This design comes from an exercise in tuning for small area, a short achievable clock period and few clock cycles per item on the open sky130 flow, not from production work. RTL that was checked went through simulation tests only; none was proved equivalent to the original. Only the layout flow was run in run 2; the RTL was not checked for function there. The flow treats the clock pin as an ideal source, which a real chip does not have.

## flow/design.v (module list and top-level ports; edited modules follow where they fit)
// module square_root32: 906 lines
module square_root32(
		input wire iCLOCK,
		input wire inRESET,
		input wire iDATA_REQ,
		output wire oDATA_BUSY,
		input wire [31:0] iDATA,
		output wire oDATA_VALID,
		input wire iDATA_BUSY,
		output wire [15:0] oDATA
	);
  // ...
==> flow/flow/run.sh <==
#!/bin/bash
# The standard layout (standard.sh, unchanged synthesis and steps), with:
# - a larger setup margin for ORFS's timing repair, so that repair works
#   towards a shorter achieved period;
# - port buffers of the smallest buffer cell (repair upsizes them as needed);
bash standard.sh SETUP_SLACK_MARGIN=11.0 BUFFER_PORTS_ARGS='-buffer_cell sky130_fd_sc_hd__buf_1' POST_CTS_TCL="$(pwd)/flow/flatten_clk.tcl" finish > standard.log 2>&1
==> flow/flow/flatten_clk.tcl <==
# Remove the clock tree's intermediate level: the root clock buffer then
# drives the leaf clock buffers directly. Every register keeps the same
# number of buffers (two) between the clock port and its clock pin.
set block [ord::get_db_block]
set root [$block findInst clkbuf_0_iCLOCK]
set rootnet [[$root findITerm X] getNet]
set mids {}
foreach it [$rootnet getITerms] {
  set inst [$it getInst]
  if {$inst eq $root} continue
  if {[string match "clkbuf_leaf_*" [$inst getName]]} continue
  lappend mids $inst
}
foreach inst $mids {
  if {![string match "clkbuf_*" [$inst getName]]} { error "unexpected load [$inst getName] on the root clock net" }
  set onet [[$inst findITerm X] getNet]
  set loads {}
  foreach it [$onet getITerms] { if {[$it getInst] ne $inst} { lappend loads $it } }
  set dummies {}
  foreach it $loads {
    if {[string match "clkload*" [[$it getInst] getName]]} { lappend dummies [$it getInst]; continue }
    if {![string match "clkbuf_leaf_*" [[$it getInst] getName]]} { error "unexpected load [[$it getInst] getName]" }
    $it disconnect
    $it connect $rootnet
  }
  puts "flatten_clk: removed [$inst getName], moved [llength $loads] leaf buffers to [$rootnet getName]"
  foreach d $dummies {
    puts "flatten_clk: removed dummy load [$d getName]"
    odb::dbInst_destroy $d
  }
  odb::dbInst_destroy $inst
  odb::dbNet_destroy $onet
}
==> flow/standard.sh <==
#!/bin/bash
# synth_recipe.tcl (not shown) runs the flow's synth.tcl, then flattens the netlist and writes it again
# the make line also repeats each setting of config.mk as NAME=value (left out here)
make -C /OpenROAD-flow-scripts/flow DESIGN_CONFIG=/design/flow/config.mk WORK_HOME=/design/flow/orfs CLKGATE_MAP_FILE= SYNTH_SCRIPT=/design/flow/synth_recipe.tcl "${@:-finish}"
==> flow/config.mk <==
export PLATFORM = sky130hd
export DESIGN_NAME = square_root32
export DESIGN_NICKNAME = square_root32
export VERILOG_FILES = /design/flow/design.v
export SDC_FILE = /design/flow/constraint.sdc
export NUM_CORES = 4
export LEC_CHECK = 0
export ABC_AREA = 1
export CAP_MARGIN = 20
export CORE_MARGIN = 2
export CORE_UTILIZATION = 68
export CTS_BUF_LIST = sky130_fd_sc_hd__clkbuf_16
export CTS_CLUSTER_DIAMETER = 80
export CTS_CLUSTER_SIZE = 28
export SLEW_MARGIN = 20
==> flow/constraint.sdc <==
create_clock -name core_clock -period 15.0 [get_ports {iCLOCK}]
set_input_delay 3.0000 -clock core_clock [delete_from_list [all_inputs] [get_ports {iCLOCK}]]
set_output_delay 3.0000 -clock core_clock [all_outputs]
set_load 0.01 [all_outputs]
==> metrics.md, run 1 <==
| Metric | Value |
|---|---|
| WP data required | between 10000 and 15000 ps |
| Syn Std Cell Area | ~14000 um2 |
| Final min period | ~3900 ps |
| Status | timing/DRC/antenna clean |
| Met3 WL | about 900 um |
| Crit path from | b_out_data[2] |
| DRT antenna net count | 0 |
| WS Path Type | flop to output port |
| Layout non-clock buf frac | 2.153% |
| Pin count of the biggest net entering global routing | 127 |
| Via count | between 9000 and 10000 |
| Worst setup path endpoint | oDATA[2] |
| TNS Setup | 0 ps |
| # diodes | 0 |
| Die height | between 100 and 150 um |
| Reg2reg path depth | 23 |
| Die Area | between 20000 and 25000 um2 |
| Hold path start | x2[0] |
| Met3 usage | between 3 and 4% |
| Clock-cell share | 2.238% |
| Largest family of logic cells by synthesized area | simple AND/OR/NAND/NOR gates |
| Worst reg2reg endpoint | r8[6] |
| Routed WL | ~24000 um |
| Clock sink count | roughly 240 |
| Top post-synthesis cells by area | edfxtp_1 (46%), nand2_1 (11%), inv_1 (6.8%) |
| CTS tree | done |
| DRT met1 WL | about 11000 um |
| Signal buffers | 69 |
| Max incr delay on CP | 380 ps |
| Most numerous cell in the Yosys netlist | nand2_1 |
| Sequential cell count | about 240 |
Testbench counts, summed over its fixed seeds: cycles 12,056, items 12,000.
==> run 2, diff against run 1 <==
--- a/flow/design.v
+++ b/flow/design.v
@@ -21,58 +21,64 @@
 	reg b_v5;
 	reg b_v6;
 	wire [31:0] x0;
 	wire [0:0] q1;
 	wire [1:0] r1;
 	wire [29:0] x1;
 	reg [1:0] qn2;
 	wire [1:0] q2 = ~qn2;
-	reg [2:0] r2;
+	reg [2:0] rn2;
+	wire [2:0] r2 = ~rn2;
 	reg [27:0] x2;
 	wire [2:0] q3;
 	wire [3:0] r3;
 	wire [25:0] x3;
 	wire [3:0] q4;
 	wire [4:0] r4;
 	wire [23:0] x4;
 	reg [4:0] qn5;
 	wire [4:0] q5 = ~qn5;
-	reg [5:0] r5;
+	reg [5:0] rn5;
+	wire [5:0] r5 = ~rn5;
 	reg [21:0] x5;
 	wire [5:0] q6;
 	wire [6:0] r6;
 	wire [19:0] x6;
 	wire [6:0] q7;
 	wire [7:0] r7;
 	wire [17:0] x7;
 	reg [7:0] qn8;
 	wire [7:0] q8 = ~qn8;
-	reg [8:0] r8;
+	reg [8:0] rn8;
+	wire [8:0] r8 = ~rn8;
 	reg [15:0] x8;
 	wire [8:0] q9;
 	wire [9:0] r9;
 	wire [13:0] x9;
 	reg [9:0] qn10;
 	wire [9:0] q10 = ~qn10;
-	reg [10:0] r10;
+	reg [10:0] rn10;
+	wire [10:0] r10 = ~rn10;
 	reg [11:0] x10;
 	wire [10:0] q11;
 	wire [11:0] r11;
 	wire [9:0] x11;
 	reg [11:0] qn12;
 	wire [11:0] q12 = ~qn12;
-	reg [12:0] r12;
+	reg [12:0] rn12;
+	wire [12:0] r12 = ~rn12;
 	reg [7:0] x12;
 	wire [12:0] q13;
 	wire [13:0] r13;
 	wire [5:0] x13;
 	reg [13:0] qn14;
 	wire [13:0] q14 = ~qn14;
-	reg [14:0] r14;
+	reg [14:0] rn14;
+	wire [14:0] r14 = ~rn14;
 	reg [3:0] x14;
 	wire [14:0] q15;
 	wire [15:0] r15;
 	wire [1:0] x15;
 	wire [15:0] q16;
 	assign x0 = iDATA;
 	wire ge0 = (x0[31:30] != 2'b00);
 	assign q1 = {ge0};
@@ -93,17 +99,17 @@
 	assign d1[1] = t1[1] ^ (sn1[1] ^ (t1[0] | sn1[0]));
 	assign d1[2] = t1[2] ^ (sn1[2] ^ h1_1g);
 	assign d1[3] = t1[3] ^ (sn1[3] ^ h1_4g);
 	assign d1[4] = ~h1_3g;
 	wire ge1 = !d1[4];
 	always @(posedge iCLOCK) begin
 		if (adv) begin
 			qn2 <= ~{q1, ge1};
-			r2 <= (ge1 ? d1[2:0] : t1[2:0]);
+			rn2 <= ~(ge1 ? d1[2:0] : t1[2:0]);
 			x2 <= x1[27:0];
 		end
 	end
 	wire [4:0] t2 = {r2, x2[27:26]};
 	wire [4:0] sn2 = {1'b1, ~q2, 2'b10};
 	wire h2_1g = (t2[1] & sn2[1]) | ((t2[1] | sn2[1]) & (t2[0] | sn2[0]));
 	wire h2_1p = (t2[1] | sn2[1]) & 1'b0;
 	wire h2_2g = (t2[3] & sn2[3]) | ((t2[3] | sn2[3]) & (t2[2] & sn2[2]));
@@ -179,17 +185,17 @@
 	assign d4[4] = t4[4] ^ (sn4[4] ^ h4_4g);
 	assign d4[5] = t4[5] ^ (sn4[5] ^ h4_7g);
 	assign d4[6] = t4[6] ^ (sn4[6] ^ h4_5g);
 	assign d4[7] = ~h4_8g;
 	wire ge4 = !d4[7];
 	always @(posedge iCLOCK) begin
 		if (adv) begin
 			qn5 <= ~{q4, ge4};
-			r5 <= (ge4 ? d4[5:0] : t4[5:0]);
+			rn5 <= ~(ge4 ? d4[5:0] : t4[5:0]);
 			x5 <= x4[21:0];
 		end
 	end
 	wire [7:0] t5 = {r5, x5[21:20]};
 	wire [7:0] sn5 = {1'b1, ~q5, 2'b10};
 	wire h5_1g = (t5[1] & sn5[1]) | ((t5[1] | sn5[1]) & (t5[0] | sn5[0]));
 	wire h5_1p = (t5[1] | sn5[1]) & 1'b0;
 	wire h5_2g = (t5[3] & sn5[3]) | ((t5[3] | sn5[3]) & (t5[2] & sn5[2]));
@@ -308,17 +314,17 @@
 	assign d7[7] = t7[7] ^ (sn7[7] ^ h7_13g);
 	assign d7[8] = t7[8] ^ (sn7[8] ^ h7_8g);
 	assign d7[9] = t7[9] ^ (sn7[9] ^ h7_14g);
 	assign d7[10] = ~h7_10g;
 	wire ge7 = !d7[10];
 	always @(posedge iCLOCK) begin
 		if (adv) begin
 			qn8 <= ~{q7, ge7};
-			r8 <= (ge7 ? d7[8:0] : t7[8:0]);
+			rn8 <= ~(ge7 ? d7[8:0] : t7[8:0]);
 			x8 <= x7[15:0];
 		end
 	end
 	wire [10:0] t8 = {r8, x8[15:14]};
 	wire [10:0] sn8 = {1'b1, ~q8, 2'b10};
 	wire h8_1g = (t8[1] & sn8[1]) | ((t8[1] | sn8[1]) & (t8[0] | sn8[0]));
 	wire h8_1p = (t8[1] | sn8[1]) & 1'b0;
 	wire h8_2g = (t8[3] & sn8[3]) | ((t8[3] | sn8[3]) & (t8[2] & sn8[2]));
@@ -417,17 +423,17 @@
 	assign d9[9] = t9[9] ^ (sn9[9] ^ h9_17g);
 	assign d9[10] = t9[10] ^ (sn9[10] ^ h9_13g);
 	assign d9[11] = t9[11] ^ (sn9[11] ^ h9_18g);
 	assign d9[12] = ~h9_11g;
 	wire ge9 = !d9[12];
 	always @(posedge iCLOCK) begin
 		if (adv) begin
 			qn10 <= ~{q9, ge9};
-			r10 <= (ge9 ? d9[10:0] : t9[10:0]);
+			rn10 <= ~(ge9 ? d9[10:0] : t9[10:0]);
 			x10 <= x9[11:0];
 		end
 	end
 	wire [12:0] t10 = {r10, x10[11:10]};
 	wire [12:0] sn10 = {1'b1, ~q10, 2'b10};
 	wire h10_1g = (t10[1] & sn10[1]) | ((t10[1] | sn10[1]) & (t10[0] | sn10[0]));
 	wire h10_1p = (t10[1] | sn10[1]) & 1'b0;
 	wire h10_2g = (t10[3] & sn10[3]) | ((t10[3] | sn10[3]) & (t10[2] & sn10[2]));
@@ -544,17 +550,17 @@
 	assign d11[11] = t11[11] ^ (sn11[11] ^ h11_20g);
 	assign d11[12] = t11[12] ^ (sn11[12] ^ h11_12g);
 	assign d11[13] = t11[13] ^ (sn11[13] ^ h11_21g);
 	assign d11[14] = ~h11_15g;
 	wire ge11 = !d11[14];
 	always @(posedge iCLOCK) begin
 		if (adv) begin
 			qn12 <= ~{q11, ge11};
-			r12 <= (ge11 ? d11[12:0] : t11[12:0]);
+			rn12 <= ~(ge11 ? d11[12:0] : t11[12:0]);
 			x12 <= x11[7:0];
 		end
 	end
 	wire [14:0] t12 = {r12, x12[7:6]};
 	wire [14:0] sn12 = {1'b1, ~q12, 2'b10};
 	wire h12_1g = (t12[1] & sn12[1]) | ((t12[1] | sn12[1]) & (t12[0] | sn12[0]));
 	wire h12_1p = (t12[1] | sn12[1]) & 1'b0;
 	wire h12_2g = (t12[3] & sn12[3]) | ((t12[3] | sn12[3]) & (t12[2] & sn12[2]));
@@ -691,17 +697,17 @@
 	assign d13[13] = t13[13] ^ (sn13[13] ^ h13_25g);
 	assign d13[14] = t13[14] ^ (sn13[14] ^ h13_19g);
 	assign d13[15] = t13[15] ^ (sn13[15] ^ h13_26g);
 	assign d13[16] = ~h13_15g;
 	wire ge13 = !d13[16];
 	always @(posedge iCLOCK) begin
 		if (adv) begin
 			qn14 <= ~{q13, ge13};
-			r14 <= (ge13 ? d13[14:0] : t13[14:0]);
+			rn14 <= ~(ge13 ? d13[14:0] : t13[14:0]);
 			x14 <= x13[3:0];
 		end
 	end
 	wire [16:0] t14 = {r14, x14[3:2]};
 	wire [16:0] sn14 = {1'b1, ~q14, 2'b10};
 	wire h14_1g = (t14[1] & sn14[1]) | ((t14[1] | sn14[1]) & (t14[0] | sn14[0]));
 	wire h14_1p = (t14[1] | sn14[1]) & 1'b0;
 	wire h14_2g = (t14[3] & sn14[3]) | ((t14[3] | sn14[3]) & (t14[2] & sn14[2]));
==> flow/flow/run.sh (replaced) <==
#!/bin/bash
# The standard layout (standard.sh, unchanged synthesis and steps), with:
# - a larger setup margin for ORFS's timing repair, so that repair works
#   towards a shorter achieved period;
# - port buffers of the smallest buffer cell (repair upsizes them as needed);
bash standard.sh SETUP_SLACK_MARGIN=10.9 BUFFER_PORTS_ARGS='-buffer_cell sky130_fd_sc_hd__buf_1' POST_CTS_TCL="$(pwd)/flow/flatten_clk.tcl" finish > standard.log 2>&1
==> metrics.md, run 2 <==
| Metric | Value |
|---|---|
| Asr flop ratio synth | 3.361% (unchanged) |
| Netlist cell types | 43 (was 50) |
| Max incr delay on CP | 490 ps (was 380 ps) |
| Port Buf Inserts | 53 (unchanged) |
| Predominant post-synthesis flop cell | edfxtp_1 (unchanged) |
| Final min period | 3971 ps (was 3938 ps) |
| Cell family with most CP delay | simple AND/OR/NAND/NOR gates (was flip-flops) |
| WP data required | 15180 ps (was 12000 ps) |
| Via density per instance | 5.266 (was 5.193) |
| Endpoints failing setup | 0 (unchanged) |
| Worst endpoint data arrival time | 4150 ps (was 940 ps) |
| Max reg flops | 28 (unchanged) |
| Vias in the first global route | 9165 (was 8859) |
| Clock sink count | 238 (unchanged) |
| Global-route wire length before repair | 41490 um (was 40740 um) |
| Syn Std Cell Area | 13760 um2 (was 13920 um2) |
| Post-synthesis sequential area ratio | 50.50% (was 49.89%) |
| Worst reg2reg endpoint | rn8[7] (was r8[6]) |
| Initial antenna violation count | 0 (unchanged) |
| Die height | 146.2 um (was 147.1 um) |
| Critical path buffers and inverters | 3 (was 1) |
| Synth warn | 1 (unchanged) |
| Commonest non-fill, non-tap cell in the layout | nand2_1 (unchanged) |
| # diodes | 0 (unchanged) |
| Syn-to-layout area delta | 6.349% (was 6.407%) |
| Skew-Pair Late Insertion Delay | 420 ps (was 430 ps) |
| Top post-synthesis cells by area | edfxtp_1 (47%), nand2_1 (12%), inv_1 (6.4%) (was edfxtp_1 (46%), nand2_1 (11%), inv_1 (6.8%)) |
| Routed WL | 24660 um (was 24210 um) |
| Hold_ws | 424.6 ps (was 426.2 ps) |
| Post-synth EDFFs | 214 (unchanged) |
| Fin crit share | 26.47% (was 26.25%) |
| Syn Nets | 1630 (was 1655) |
| Tightest Pin Transition | 1012 ps (was 980.5 ps) |
| Worst slew margin relative to its limit | 32.56% (was 34.64%) |
| Die width | 146.2 um (was 147.1 um) |
| Slew Viols, Final | 0 (unchanged) |
| CTS tree | done (unchanged) |
| Setup WS pre-CTS | 10880 ps (was 10990 ps) |
| Crit start category | flop (unchanged) |
| Worst hold stages | 0 (unchanged) |
| Most flop-heavy register | x2 (unchanged) |
| Core area | 20040 um2 (was 20170 um2) |
| CP Capture Type | flop (was output port) |
| Clk_skew | 18.40 ps (was 16.48 ps) |
| GRT Overall Usage | 24.26% (was 23.48%) |
| Hold Path End | x5[3] (was x5[0]) |
| Max-Cap Viols | 0 (unchanged) |
| Yosys top cell area share | 46.72% (was 46.15%) |
| R2R setup slack | 11030 ps (was 11230 ps) |
| Fmax achieved | 251.8 MHz (was 254.0 MHz) |
| Number of top-level pins | 54 (unchanged) |
| Worst Path Max Fanout | 18 (was 1) |
| Via count | 9757 (was 9784) |
| Class of the worst hold path | flop to flop (unchanged) |
| Routability cong. | 0.9137 (was 0.8550) |
| Mean Syn Cell Area | 9.026 um2 (was 8.989 um2) |
| Top cells by count, synth | nand2_1 (442), inv_1 (235), edfxtp_1 (214), o21ai_0 (115), nor2_1 (97) (was nand2_1 (424), inv_1 (252), edfxtp_1 (214), nand3_1 (105), o21ai_0 (105)) |
| DP Wirelength | 18980 um (was 17990 um) |
| Pin count of the biggest net entering global routing | 125 (was 127) |
| Worst r2r src | qn5[0] (was qn5[1]) |
| DRC viols | 0 (unchanged) |
| Final WS setup | 11030 ps (was 11060 ps) |
| Status | timing/DRC/antenna clean (unchanged) |
| Most frequent cells in the layout | nand2_1 (442), inv_1 (236), edfxtp_1 (214) (was nand2_1 (423), inv_1 (252), edfxtp_1 (214)) |
| Synthesized instance count | 1524 (was 1549) |
| Top cell type by total area after synthesis | edfxtp_1 (unchanged) |
| Floorplan row count | 52 (unchanged) |
| Layout cell share with drive strength beyond 1 | 5.243% (was 6.196%) |
| Iteration-0 DRC Markers | 493 (was 622) |
| DRT antenna net count | 0 (unchanged) |
| Top Registers | x2 x28, x5 x22 (unchanged) |
| Initial Util | 68.64% (was 69.04%) |
| Slowest-stage cell, CP | edfxtp_1 (unchanged) |
| CTS clock-pin slew for the worst setup and hold paths | 110 ps (was 100 ps) |
| Detailed Routing Iterations Pass 1 | 5 (unchanged) |
| Grt total ovfl | 0 (unchanged) |
| Fin. Hold Viols | 0 (unchanged) |
| Die Area | 21380 um2 (was 21640 um2) |
| Hold path start | x2[3] (was x2[0]) |
| Final nets | 1684 (was 1716) |
| Crit path top cell by count | nand2_1 |
| Reg2reg path depth | 26 (was 23) |
| Avg WL per Cell | 13.31 um (was 12.85 um) |
| RSZ-0062 raised after global routing | yes (was no) |
| Synthesized flop and latch total | 238 (unchanged) |
| TNS Setup | 0 ps (unchanged) |
| Most numerous cell in the Yosys netlist | nand2_1 (unchanged) |
| WS Path Type | flop to flop (was flop to output port) |
run 2: cell types whose count changed after synthesis, moves of 5 or more:
cell / before / now
nand3_1: 105 / 94
o21ai_1: 22 / 27
o21ai_0: 105 / 115
nand2_1: 424 / 442
xor2_1: 41 / 49
a21oi_1: 49 / 17
nor2_1: 91 / 97
inv_1: 252 / 235
nand4_1: 6 / 12
nor2_2: 6 / 1
run 2: logic make-up after synthesis:
kind of cell | count (synthesis) | synth area share, %
AO/OA/AOI/OAI | 182 | 7.086
XOR/XNOR | 69 | 4.393
adder cells (fa/ha/maj) | 70 | 8.659
buffers and inverters | 264 | 7.540
flip-flops | 238 | 50.50
AND/OR/NAND/NOR | 701 | 21.82
run 2: layout make-up:
class	instances	area (um2)
fill	1544	5410
inverter	246	934.6
sequential	238	6947
tap	270	337.8
clock buffer	11	275.3
clock inverter	7	63.81
timing repair buffer	59	244.0
multi-input combinational	1022	5827
run 2: worst max path at each step:
stage / start / end / depth (start not counted)
3_3_place_gp: iDATA[28] / rn2[0] / 6
5_1_grt: qn5[0] / rn8[7] / 26
3_5_place_dp: iDATA[28] / rn2[1] / 7
6_report: qn5[0] / rn8[7] / 26
2_1_floorplan: iDATA[28] / rn2[0] / 5
run 2: through the flow:
stage / util [%] / cells / cell area [um2]
final: 73.00 / 1853 / 14630
after global routing: 73.00 / 1853 / 14630
after detailed placement: 70.87 / 1831 / 14200
after global placement: 70.87 / 1831 / 14200
after floorplan: - / 1524 / 13760
run 2: per-layer routing:
layer / share of wire [%] / GRT usage, % / up-vias
met2: 53 / 45.75 / 149
met4: 2.9 / 8.107 / 0
met3: 3.0 / 5.063 / 38
met1: 41 / 27.33 / 4544
met5: 0 / 0 / -
li1: - / - / 5026

re-timing with driven ports:
The flow's constraints put no driver on any port. The routed layouts listed below were extracted and timed again, unchanged, in two steps.
Step 1: set_driving_cell puts a clkbuf_16 on iCLOCK and a buf_2 on each other input, an assumption about the parent block.
Step 2 adds t to the input delays and takes it off the output delays; t is the mean of the earliest and latest rising clock arrival at the registers after step 1. Input paths then give back, and output paths get back, about the clock's delay inside the block.
Three values: no drivers, after step 1, after step 2; two values: the first two.
run	t, ns	setup slack, ns	clock arrival spread, ns
run 1	0.467	11.062 / 11.019 / 10.988	0.017 / 0.017
run 2	0.457	11.029 / 10.991 / 10.859	0.018 / 0.018
After both steps every run listed still meets setup and hold. The setup slack of run 2, which loses most, moves by -0.038 ns with the drivers and by -0.170 ns with both steps.
